Context: an optimization exercise on an open-source flow, tuned for small area, a short achievable clock period and few clock cycles. The choices shown serve that exercise and are no tape-out recipe.
Only simulation tests tie the RTL to the original design; equivalence was not proved.
Power is estimated from default activity; no workload was simulated.

==> inputs of pepper <==
==> flow/design.v <==
module jzjpcc_alu
(
	input logic [2:0] funct3, 
	input logic subtract, 
	input logic arithmetic, 
	input logic [31:0] a,
	input logic [31:0] b,
	output logic [31:0] result,
	output logic equal, 
	output logic lessThan, 
	output logic lessThanUnsigned 
);
logic [32:0] sum;
assign sum = {1'b0, a} + {1'b0, b ^ {32{subtract}}} + 33'(subtract);
assign equal = (sum[31:0] == 32'd0);
assign lessThanUnsigned = !sum[32];
assign lessThan = (a[31] ^ b[31]) ? a[31] : sum[31];
logic [31:0] aReversed;
always_comb
	for (int i = 0; i < 32; ++i)
		aReversed[i] = a[31 - i];
logic left;
assign left = !funct3[2]; 
logic [31:0] shifterIn;
logic [31:0] shifted;
logic [31:0] shiftedReversed;
assign shifterIn = left ? aReversed : a;
assign shifted = 32'($signed({arithmetic & a[31], shifterIn}) >>> b[4:0]);
always_comb
	for (int i = 0; i < 32; ++i)
		shiftedReversed[i] = shifted[31 - i];
always_comb
begin
	unique case (funct3)
		3'b000: result = sum[31:0];
		3'b001: result = shiftedReversed;
		3'b010: result = {31'd0, lessThan};
		3'b011: result = {31'd0, lessThanUnsigned};
		3'b100: result = a ^ b;
		3'b101: result = shifted;
		3'b110: result = a | b;
		3'b111: result = a & b;
	endcase
end
endmodule
module jzjpcc_regfile
(
	input logic clock,
	input logic reset,
	input logic [4:0] rs1Addr,
	input logic [4:0] rs2Addr,
	output logic [31:0] rs1Value,
	output logic [31:0] rs2Value,
	input logic writeEnable, 
	input logic [4:0] writeAddr,
	input logic [31:0] writeData
);
logic [31:0] registers [31:1];
logic [31:1] written;
always_ff @(posedge clock)
begin
	for (int i = 1; i < 32; ++i)
		if (writeEnable && (writeAddr == 5'(i)))
			registers[i] <= writeData;
end
always_ff @(posedge clock, posedge reset)
begin
	if (reset)
		written <= '0;
	else
		for (int i = 1; i < 32; ++i)
			if (writeEnable && (writeAddr == 5'(i)))
				written[i] <= 1'b1;
end
logic [31:0] group1 [0:3];
logic [31:0] group2 [0:3];
always_comb
begin
	for (int g = 0; g < 4; ++g)
	begin
		group1[g] = '0;
		group2[g] = '0;
		for (int j = 0; j < 8; ++j)
		begin
			if (g * 8 + j > 0)
			begin
				group1[g] = group1[g] | ({32{(rs1Addr[2:0] == 3'(j)) && written[g * 8 + j]}} & registers[g * 8 + j]);
				group2[g] = group2[g] | ({32{(rs2Addr[2:0] == 3'(j)) && written[g * 8 + j]}} & registers[g * 8 + j]);
			end
		end
	end
end
assign rs1Value = group1[rs1Addr[4:3]];
assign rs2Value = group2[rs2Addr[4:3]];
endmodule
module jzjpcc
(
	input logic clock,
	input logic reset, 
	output logic [13:2] imem_addr,
	input logic [31:0] imem_data, 
	output logic [13:2] dmem_addr,
	output logic dmem_we,
	output logic [3:0] dmem_be, 
	output logic [31:0] dmem_wdata, 
	input logic [31:0] dmem_rdata 
);
logic started; 
logic [13:2] pcD; 
logic predictTaken; 
logic [13:2] predictPC;
logic mispredictE; 
logic [13:2] mispredictPC;
logic stall; 
logic [13:2] pcPlus1D;
assign pcPlus1D = pcD + 12'd1;
always_comb
begin
	if (mispredictE)
		imem_addr = mispredictPC;
	else if (predictTaken)
		imem_addr = predictPC;
	else if (stall)
		imem_addr = pcD; 
	else
		imem_addr = pcPlus1D;
end
always_ff @(posedge clock, posedge reset)
begin
	if (reset)
	begin
		started <= 1'b0;
		pcD <= '1; 
	end
	else
	begin
		started <= 1'b1;
		pcD <= imem_addr;
	end
end
logic [31:0] instr;
assign instr = imem_data;
logic validD;
assign validD = started && !predictTaken;
logic [4:0] opcode;
logic [2:0] funct3D;
logic [4:0] rdD, rs1D, rs2D;
assign opcode = instr[6:2];
assign funct3D = instr[14:12];
assign rdD = instr[11:7];
assign rs1D = instr[19:15];
assign rs2D = instr[24:20];
logic isLoadD, isStoreD, isBranchD, isJalD, isJalrD, isLuiD, isAuipcD, isOpImmD, isOpD;
assign isLoadD = (opcode == 5'b00000);
assign isStoreD = (opcode == 5'b01000);
assign isBranchD = (opcode == 5'b11000);
assign isJalD = (opcode == 5'b11011);
assign isJalrD = (opcode == 5'b11001);
assign isLuiD = (opcode == 5'b01101);
assign isAuipcD = (opcode == 5'b00101);
assign isOpImmD = (opcode == 5'b00100);
assign isOpD = (opcode == 5'b01100);
logic regWriteD, useRs1D, useRs2D;
assign regWriteD = (isLoadD || isOpImmD || isOpD || isLuiD || isAuipcD || isJalD || isJalrD) && (rdD != 5'd0);
assign useRs1D = isLoadD || isStoreD || isBranchD || isJalrD || isOpImmD || isOpD;
assign useRs2D = isStoreD || isBranchD || isOpD;
logic [31:0] immU;
logic [11:0] immIS; 
logic [13:2] immB, immJ; 
assign immU = {instr[31:12], 12'd0};
assign immIS = isStoreD ? {instr[31:25], instr[11:7]} : instr[31:20];
assign immJ = {instr[13:12], instr[20], instr[30:22]};
assign immB = {instr[31], instr[31], instr[7], instr[30:25], instr[11:9]};
logic predictD;
logic [13:2] branchTargetD, jalTargetD;
assign predictD = isJalD || (isBranchD && instr[31]);
assign branchTargetD = pcD + immB;
assign jalTargetD = pcD + immJ;
logic weM;
logic [4:0] rdM;
logic [31:0] writeDataM;
logic [31:0] rfRs1, rfRs2, rs1ValueD, rs2ValueD;
jzjpcc_regfile registerFile (.clock, .reset, .rs1Addr(rs1D), .rs2Addr(rs2D), .rs1Value(rfRs1), .rs2Value(rfRs2),
									  .writeEnable(weM), .writeAddr(rdM), .writeData(writeDataM));
assign rs1ValueD = (weM && (rdM == rs1D)) ? writeDataM : rfRs1;
assign rs2ValueD = (weM && (rdM == rs2D)) ? writeDataM : rfRs2;
logic passD;
logic [31:0] constD;
assign passD = isJalD || isJalrD || isLuiD || isAuipcD;
always_comb
begin
	if (isJalD || isJalrD)
		constD = {18'd0, pcPlus1D, 2'b00};
	else if (isLuiD)
		constD = immU;
	else
		constD = immU + {18'd0, pcD, 2'b00};
end
logic subtractD, arithmeticD;
logic [2:0] aluFunct3D;
assign aluFunct3D = (isOpD || isOpImmD) ? funct3D : 3'b000;
assign subtractD = isBranchD || ((isOpD || isOpImmD) && (funct3D[2:1] == 2'b01)) || (isOpD && (funct3D == 3'b000) && instr[30]);
assign arithmeticD = instr[30] && funct3D[2];
logic validE;
logic regWriteE, isLoadE, isStoreE, isBranchE, isJalrE, predictE, passE, useImmE, subtractE, arithmeticE;
logic [4:0] rdE;
logic [2:0] funct3E, aluFunct3E;
logic forwardAE, forwardBE; 
logic [31:0] rs1E, rs2E;
logic [11:0] immE;
logic [13:2] altPCE; 
logic loadM;
logic [31:0] aluOutM;
assign stall = validE && loadM && (forwardAE || forwardBE);
logic [31:0] opA, rs2Forwarded, opB;
assign opA = forwardAE ? aluOutM : rs1E;
assign rs2Forwarded = forwardBE ? aluOutM : rs2E;
assign opB = useImmE ? {{20{immE[11]}}, immE} : rs2Forwarded;
logic [31:0] aluResult;
logic equal, lessThan, lessThanUnsigned;
jzjpcc_alu alu (.funct3(aluFunct3E), .subtract(subtractE), .arithmetic(arithmeticE), .a(opA), .b(opB),
					 .result(aluResult), .equal, .lessThan, .lessThanUnsigned);
logic [13:0] addressE;
assign addressE = opA[13:0] + {{2{immE[11]}}, immE};
logic takenE, branchEqual, branchLess, branchLessUnsigned;
assign branchEqual = (opA == rs2Forwarded);
assign branchLess = $signed(opA) < $signed(rs2Forwarded);
assign branchLessUnsigned = opA < rs2Forwarded;
assign takenE = (funct3E[2] ? (funct3E[1] ? branchLessUnsigned : branchLess) : branchEqual) ^ funct3E[0];
assign mispredictE = validE && !stall && ((isBranchE && (takenE != predictE)) || isJalrE);
assign mispredictPC = isJalrE ? addressE[13:2] : altPCE;
assign dmem_addr = addressE[13:2];
assign dmem_we = validE && isStoreE && !stall;
always_comb
begin
	unique case (funct3E[1:0])
		2'b00:
		begin
			dmem_be = 4'b0001 << addressE[1:0];
			dmem_wdata = {4{rs2Forwarded[7:0]}};
		end
		2'b01:
		begin
			dmem_be = addressE[1] ? 4'b1100 : 4'b0011;
			dmem_wdata = {2{rs2Forwarded[15:0]}};
		end
		default:
		begin
			dmem_be = 4'b1111;
			dmem_wdata = rs2Forwarded;
		end
	endcase
end
always_ff @(posedge clock, posedge reset)
begin
	if (reset)
	begin
		validE <= 1'b0;
		predictTaken <= 1'b0;
	end
	else
	begin
		if (!stall)
			validE <= validD && !mispredictE;
		predictTaken <= validD && predictD && !stall && !mispredictE;
	end
end
always_ff @(posedge clock)
begin
	predictPC <= isJalD ? jalTargetD : branchTargetD;
	if (!stall)
	begin
		regWriteE <= regWriteD;
		isLoadE <= isLoadD;
		isStoreE <= isStoreD;
		isBranchE <= isBranchD;
		isJalrE <= isJalrD;
		predictE <= predictD;
		passE <= passD;
		useImmE <= isOpImmD;
		subtractE <= subtractD;
		arithmeticE <= arithmeticD;
		rdE <= rdD;
		funct3E <= funct3D;
		aluFunct3E <= aluFunct3D;
		forwardAE <= useRs1D && validE && regWriteE && (rdE == rs1D);
		forwardBE <= useRs2D && validE && regWriteE && (rdE == rs2D);
		rs1E <= rs1ValueD;
		rs2E <= passD ? constD : rs2ValueD;
		immE <= immIS;
		altPCE <= instr[31] ? pcPlus1D : branchTargetD; 
	end
	else
	begin
		forwardAE <= 1'b0;
		forwardBE <= 1'b0;
		if (forwardAE)
			rs1E <= writeDataM;
		if (forwardBE)
			rs2E <= writeDataM;
	end
end
logic [2:0] funct3M;
logic [1:0] offsetM;
always_ff @(posedge clock, posedge reset)
begin
	if (reset)
		weM <= 1'b0;
	else
		weM <= validE && regWriteE && !stall;
end
always_ff @(posedge clock)
begin
	loadM <= validE && isLoadE && !stall;
	rdM <= rdE;
	aluOutM <= passE ? rs2Forwarded : aluResult;
	funct3M <= funct3E;
	offsetM <= addressE[1:0];
end
logic [7:0] loadByte;
logic [15:0] loadHalf;
logic [31:0] loadValue;
always_comb
begin
	unique case (offsetM)
		2'b00: loadByte = dmem_rdata[7:0];
		2'b01: loadByte = dmem_rdata[15:8];
		2'b10: loadByte = dmem_rdata[23:16];
		2'b11: loadByte = dmem_rdata[31:24];
	endcase
	loadHalf = offsetM[1] ? dmem_rdata[31:16] : dmem_rdata[15:0];
	unique case (funct3M[1:0])
		2'b00: loadValue = {{24{loadByte[7] & !funct3M[2]}}, loadByte};
		2'b01: loadValue = {{16{loadHalf[15] & !funct3M[2]}}, loadHalf};
		default: loadValue = dmem_rdata;
	endcase
end
assign writeDataM = loadM ? loadValue : aluOutM;
endmodule
==> flow/run.sh <==
#!/bin/bash
# synth_recipe.tcl (not shown) runs the flow's synth.tcl, then flattens the netlist and writes it again
# the make line also repeats each setting of config.mk as NAME=value (left out here)
make -C /OpenROAD-flow-scripts/flow DESIGN_CONFIG=/design/flow/config.mk WORK_HOME=/design/flow/orfs CLKGATE_MAP_FILE= SYNTH_SCRIPT=/design/flow/synth_recipe.tcl finish
==> flow/config.mk <==
export PLATFORM = sky130hd
export DESIGN_NAME = jzjpcc
export DESIGN_NICKNAME = jzjpcc
export VERILOG_FILES = /design/flow/design.v
export SDC_FILE = /design/flow/constraint.sdc
export NUM_CORES = 4
export LEC_CHECK = 0
export CAP_MARGIN = 20
export CORE_MARGIN = 2
export CORE_UTILIZATION = 35
export PLACE_DENSITY = 0.55
export SETUP_SLACK_MARGIN = 5
export SLEW_MARGIN = 20
==> flow/constraint.sdc <==
create_clock -name core_clock -period 12.5 [get_ports {clock}]
set_input_delay 2.5000 -clock core_clock [delete_from_list [all_inputs] [get_ports {clock}]]
set_output_delay 2.5000 -clock core_clock [all_outputs]
set_load 0.01 [all_outputs]
==> indigo: changes against pepper <==
--- a/flow/design.v
+++ b/flow/design.v
@@ -44,53 +44,11 @@
 end
 endmodule
-module jzjpcc_regfile
+module jzjpcc_regfile_read_bit
 (
-	input logic clock,
-	input logic reset,
-	input logic [4:0] rs1Addr,
-	input logic [4:0] rs2Addr,
-	output logic [31:0] rs1Value,
-	output logic [31:0] rs2Value,
-	input logic writeEnable, 
-	input logic [4:0] writeAddr,
-	input logic [31:0] writeData
+	input logic [31:1] select,
+	input logic [31:1] bits,
+	output logic value
 );
-logic [31:0] registers [31:1];
-logic [31:1] written;
-always_ff @(posedge clock)
-begin
-	for (int i = 1; i < 32; ++i)
-		if (writeEnable && (writeAddr == 5'(i)))
-			registers[i] <= writeData;
-end
-always_ff @(posedge clock, posedge reset)
-begin
-	if (reset)
-		written <= '0;
-	else
-		for (int i = 1; i < 32; ++i)
-			if (writeEnable && (writeAddr == 5'(i)))
-				written[i] <= 1'b1;
-end
-logic [31:0] group1 [0:3];
-logic [31:0] group2 [0:3];
-always_comb
-begin
-	for (int g = 0; g < 4; ++g)
-	begin
-		group1[g] = '0;
-		group2[g] = '0;
-		for (int j = 0; j < 8; ++j)
-		begin
-			if (g * 8 + j > 0)
-			begin
-				group1[g] = group1[g] | ({32{(rs1Addr[2:0] == 3'(j)) && written[g * 8 + j]}} & registers[g * 8 + j]);
-				group2[g] = group2[g] | ({32{(rs2Addr[2:0] == 3'(j)) && written[g * 8 + j]}} & registers[g * 8 + j]);
-			end
-		end
-	end
-end
-assign rs1Value = group1[rs1Addr[4:3]];
-assign rs2Value = group2[rs2Addr[4:3]];
+assign value = |(select & bits);
 endmodule
 module jzjpcc
@@ -111,18 +69,50 @@
 logic [13:2] predictPC;
 logic mispredictE; 
-logic [13:2] mispredictPC;
 logic stall; 
 logic [13:2] pcPlus1D;
 assign pcPlus1D = pcD + 12'd1;
+localparam int BTB_ENTRIES = 2;
+logic [BTB_ENTRIES-1:0] btbValid;
+logic [13:2] btbTag [BTB_ENTRIES];
+logic [13:2] btbTarget [BTB_ENTRIES];
+logic btbHit;
+logic [13:2] btbHitTarget;
 always_comb
 begin
-	if (mispredictE)
-		imem_addr = mispredictPC;
-	else if (predictTaken)
-		imem_addr = predictPC;
+	btbHit = 1'b0;
+	btbHitTarget = '0;
+	for (int i = 0; i < BTB_ENTRIES; ++i)
+	begin
+		if (btbValid[i] && (btbTag[i] == pcD))
+		begin
+			btbHit = 1'b1;
+			btbHitTarget = btbHitTarget | btbTarget[i];
+		end
+	end
+end
+logic [13:2] nextFetch;
+always_comb
+begin
+	if (predictTaken)
+		nextFetch = predictPC;
 	else if (stall)
-		imem_addr = pcD; 
+		nextFetch = pcD; 
+	else if (btbHit)
+		nextFetch = btbHitTarget;
 	else
-		imem_addr = pcPlus1D;
+		nextFetch = pcPlus1D;
+end
+logic branchInE, jalrInE, takenE;
+logic [13:2] fetchIfTaken, fetchIfNotTaken;
+assign fetchIfTaken = predictE ? nextFetch : altPCE;
+assign fetchIfNotTaken = predictE ? altPCE : nextFetch;
+always_comb
+begin
+	if (branchInE)
+		imem_addr = takenE ? fetchIfTaken : fetchIfNotTaken;
+	else if (jalrInE)
+		imem_addr = addressE[13:2];
+	else
+		imem_addr = nextFetch;
 end
 always_ff @(posedge clock, posedge reset)
@@ -177,10 +167,49 @@
 assign branchTargetD = pcD + immB;
 assign jalTargetD = pcD + immJ;
+logic [13:2] predictTargetD;
+assign predictTargetD = isJalD ? jalTargetD : branchTargetD;
+localparam int BTB_INDEX_BITS = 1; 
+logic [BTB_INDEX_BITS-1:0] btbNext;
+logic btbInsert;
+assign btbInsert = started && predictD && !btbHit;
 logic weM;
 logic [4:0] rdM;
 logic [31:0] writeDataM;
 logic [31:0] rfRs1, rfRs2, rs1ValueD, rs2ValueD;
-jzjpcc_regfile registerFile (.clock, .reset, .rs1Addr(rs1D), .rs2Addr(rs2D), .rs1Value(rfRs1), .rs2Value(rfRs2),
-									  .writeEnable(weM), .writeAddr(rdM), .writeData(writeDataM));
+logic [31:0] registers [31:1];
+logic [31:1] written;
+always_ff @(posedge clock)
+begin
+	for (int i = 1; i < 32; ++i)
+		if (weM && (rdM == 5'(i)))
+			registers[i] <= writeDataM;
+end
+always_ff @(posedge clock, posedge reset)
+begin
+	if (reset)
+		written <= '0;
+	else
+		for (int i = 1; i < 32; ++i)
+			if (weM && (rdM == 5'(i)))
+				written[i] <= 1'b1;
+end
+logic [31:1] select1, select2;
+logic [31:1] registerBits [0:31];
+always_comb
+begin
+	for (int i = 1; i < 32; ++i)
+	begin
+		select1[i] = (rs1D == 5'(i)) && written[i];
+		select2[i] = (rs2D == 5'(i)) && written[i];
+	end
+	for (int b = 0; b < 32; ++b)
+		for (int i = 1; i < 32; ++i)
+			registerBits[b][i] = registers[i][b];
+end
+for (genvar b = 0; b < 32; ++b)
+begin : readBits
+	jzjpcc_regfile_read_bit read1 (.select(select1), .bits(registerBits[b]), .value(rfRs1[b]));
+	jzjpcc_regfile_read_bit read2 (.select(select2), .bits(registerBits[b]), .value(rfRs2[b]));
+end
 assign rs1ValueD = (weM && (rdM == rs1D)) ? writeDataM : rfRs1;
 assign rs2ValueD = (weM && (rdM == rs2D)) ? writeDataM : rfRs2;
@@ -221,13 +250,31 @@
 jzjpcc_alu alu (.funct3(aluFunct3E), .subtract(subtractE), .arithmetic(arithmeticE), .a(opA), .b(opB),
 					 .result(aluResult), .equal, .lessThan, .lessThanUnsigned);
-logic [13:0] addressE;
-assign addressE = opA[13:0] + {{2{immE[11]}}, immE};
-logic takenE, branchEqual, branchLess, branchLessUnsigned;
-assign branchEqual = (opA == rs2Forwarded);
-assign branchLess = $signed(opA) < $signed(rs2Forwarded);
-assign branchLessUnsigned = opA < rs2Forwarded;
+logic [13:0] addressE, addressRegisterE, addressForwardedE;
+assign addressRegisterE = rs1E[13:0] + {{2{immE[11]}}, immE};
+assign addressForwardedE = aluOutM[13:0] + {{2{immE[11]}}, immE};
+assign addressE = ({14{forwardAE}} & addressForwardedE) | ({14{!forwardAE}} & addressRegisterE);
+logic equalRR, lessRR, lessUnsignedRR, equalMR, lessMR, lessUnsignedMR, equalRM, lessRM, lessUnsignedRM;
+assign equalRR = (rs1E == rs2E);
+assign lessRR = $signed(rs1E) < $signed(rs2E);
+assign lessUnsignedRR = rs1E < rs2E;
+assign equalMR = (aluOutM == rs2E);
+assign lessMR = $signed(aluOutM) < $signed(rs2E);
+assign lessUnsignedMR = aluOutM < rs2E;
+assign equalRM = (rs1E == aluOutM);
+assign lessRM = $signed(rs1E) < $signed(aluOutM);
+assign lessUnsignedRM = rs1E < aluOutM;
+logic useRR, useMR, useRM, useMM;
+assign useRR = !forwardAE && !forwardBE;
+assign useMR = forwardAE && !forwardBE;
+assign useRM = !forwardAE && forwardBE;
+assign useMM = forwardAE && forwardBE;
+logic branchEqual, branchLess, branchLessUnsigned;
+assign branchEqual = (useRR && equalRR) || (useMR && equalMR) || (useRM && equalRM) || useMM;
+assign branchLess = (useRR && lessRR) || (useMR && lessMR) || (useRM && lessRM);
+assign branchLessUnsigned = (useRR && lessUnsignedRR) || (useMR && lessUnsignedMR) || (useRM && lessUnsignedRM);
 assign takenE = (funct3E[2] ? (funct3E[1] ? branchLessUnsigned : branchLess) : branchEqual) ^ funct3E[0];
-assign mispredictE = validE && !stall && ((isBranchE && (takenE != predictE)) || isJalrE);
-assign mispredictPC = isJalrE ? addressE[13:2] : altPCE;
+assign branchInE = validE && !stall && isBranchE;
+assign jalrInE = validE && !stall && isJalrE;
+assign mispredictE = (branchInE && (takenE != predictE)) || jalrInE;
 assign dmem_addr = addressE[13:2];
 assign dmem_we = validE && isStoreE && !stall;
@@ -258,4 +305,6 @@
 		validE <= 1'b0;
 		predictTaken <= 1'b0;
+		btbValid <= '0;
+		btbNext <= '0;
 	end
 	else
@@ -263,10 +312,20 @@
 		if (!stall)
 			validE <= validD && !mispredictE;
-		predictTaken <= validD && predictD && !stall && !mispredictE;
+		predictTaken <= validD && !stall && !mispredictE && (btbHit ? !(predictD && (predictTargetD == btbHitTarget)) : predictD);
+		if (btbInsert)
+		begin
+			btbValid[btbNext] <= 1'b1;
+			btbNext <= (btbNext == BTB_INDEX_BITS'(BTB_ENTRIES - 1)) ? '0 : btbNext + 1'b1;
+		end
 	end
 end
 always_ff @(posedge clock)
 begin
-	predictPC <= isJalD ? jalTargetD : branchTargetD;
+	predictPC <= (btbHit && !predictD) ? pcPlus1D : predictTargetD;
+	if (btbInsert)
+	begin
+		btbTag[btbNext] <= pcD;
+		btbTarget[btbNext] <= predictTargetD;
+	end
 	if (!stall)
 	begin
==> flow/flow/run.sh (new file) <==
#!/bin/bash
set -euo pipefail
export BUFFER_PORTS_ARGS="-buffer_cell sky130_fd_sc_hd__buf_4"
export SETUP_SLACK_MARGIN=7
bash standard.sh > standard.log 2>&1
==> flow/standard.sh (new file) <==
#!/bin/bash
# synth_recipe.tcl (not shown) runs the flow's synth.tcl, then flattens the netlist and writes it again
# the make line also repeats each setting of config.mk as NAME=value (left out here)
make -C /OpenROAD-flow-scripts/flow DESIGN_CONFIG=/design/flow/config.mk WORK_HOME=/design/flow/orfs CLKGATE_MAP_FILE= SYNTH_SCRIPT=/design/flow/synth_recipe.tcl "${@:-finish}"
SETUP_SLACK_MARGIN = not set   (was 5)
SYNTH_HIERARCHICAL = 1   (was not set)
SYNTH_MINIMUM_KEEP_SIZE = 0   (was not set)
removed: flow/run.sh
==> impl_metrics.py <==
metrics = {
    "logic_synthesis": {
        "dominant_combinational_cell_family_by_area_after_synthesis": "compound AO/OA/AOI/OAI gates",
    },
    "run_status": {
        "run_status": "complete, no violations",
    },
    "placed_design": {
        "post-place-ws_ns": 4.07,
    },
    "power": {
        "power.internal_mw": 7.85,
    },
    "clocking": {
        "tritoncts.num_buffers": 132,
    },
}
Source of the figures above: pepper

==> impl_metrics.py <==
metrics = {
    "timing": {
        "worst_pin_slew_ns": 1.19,
    },
    "placed_design": {
        "post-place-ws_ns": 5.51,
    },
    "run_status": {
        "run_status": "complete, no violations",
    },
    "clocking": {
        "tritoncts.num_buffers": 137,
    },
    "power": {
        "power.internal_mw": 8.30,
    },
}
Source of the figures above: indigo

Testbench counts of pepper, summed over its fixed seeds: cycles 54,764.
Testbench counts of indigo, summed over its fixed seeds: cycles 51,324.

re-timing with driven ports:
No port has a modelled driver above. Below, the same layouts with a new extraction and two added sets of constraints. Step 1, drivers: a clkbuf_16 drives clock and a buf_2 each remaining input, both assumed. Step 2, shift: input delay + t, output delay - t, t = (earliest + latest rising clock arrival at the registers) / 2. This alone moves slack from input paths to output paths. a / b / c = ideal ports / drivers / drivers and shift; a / b = the first two.
run	shift t [ns]	slack for setup (ns)	hold WS [ns]	worst data-port slew with drivers (ns)	pins driven straight from the clock port
pepper	0.869	5.024 / 4.944 / 4.777	0.450 / 0.450 / 0.450	0.08	1
indigo	0.869	5.705 / 5.625 / 6.132	0.465 / 0.465 / 0.465	0.26	1
After both steps setup and hold are still met in every run listed. The setup slack of pepper, which loses most, moves by -0.080 ns with the drivers and by -0.247 ns with both steps.
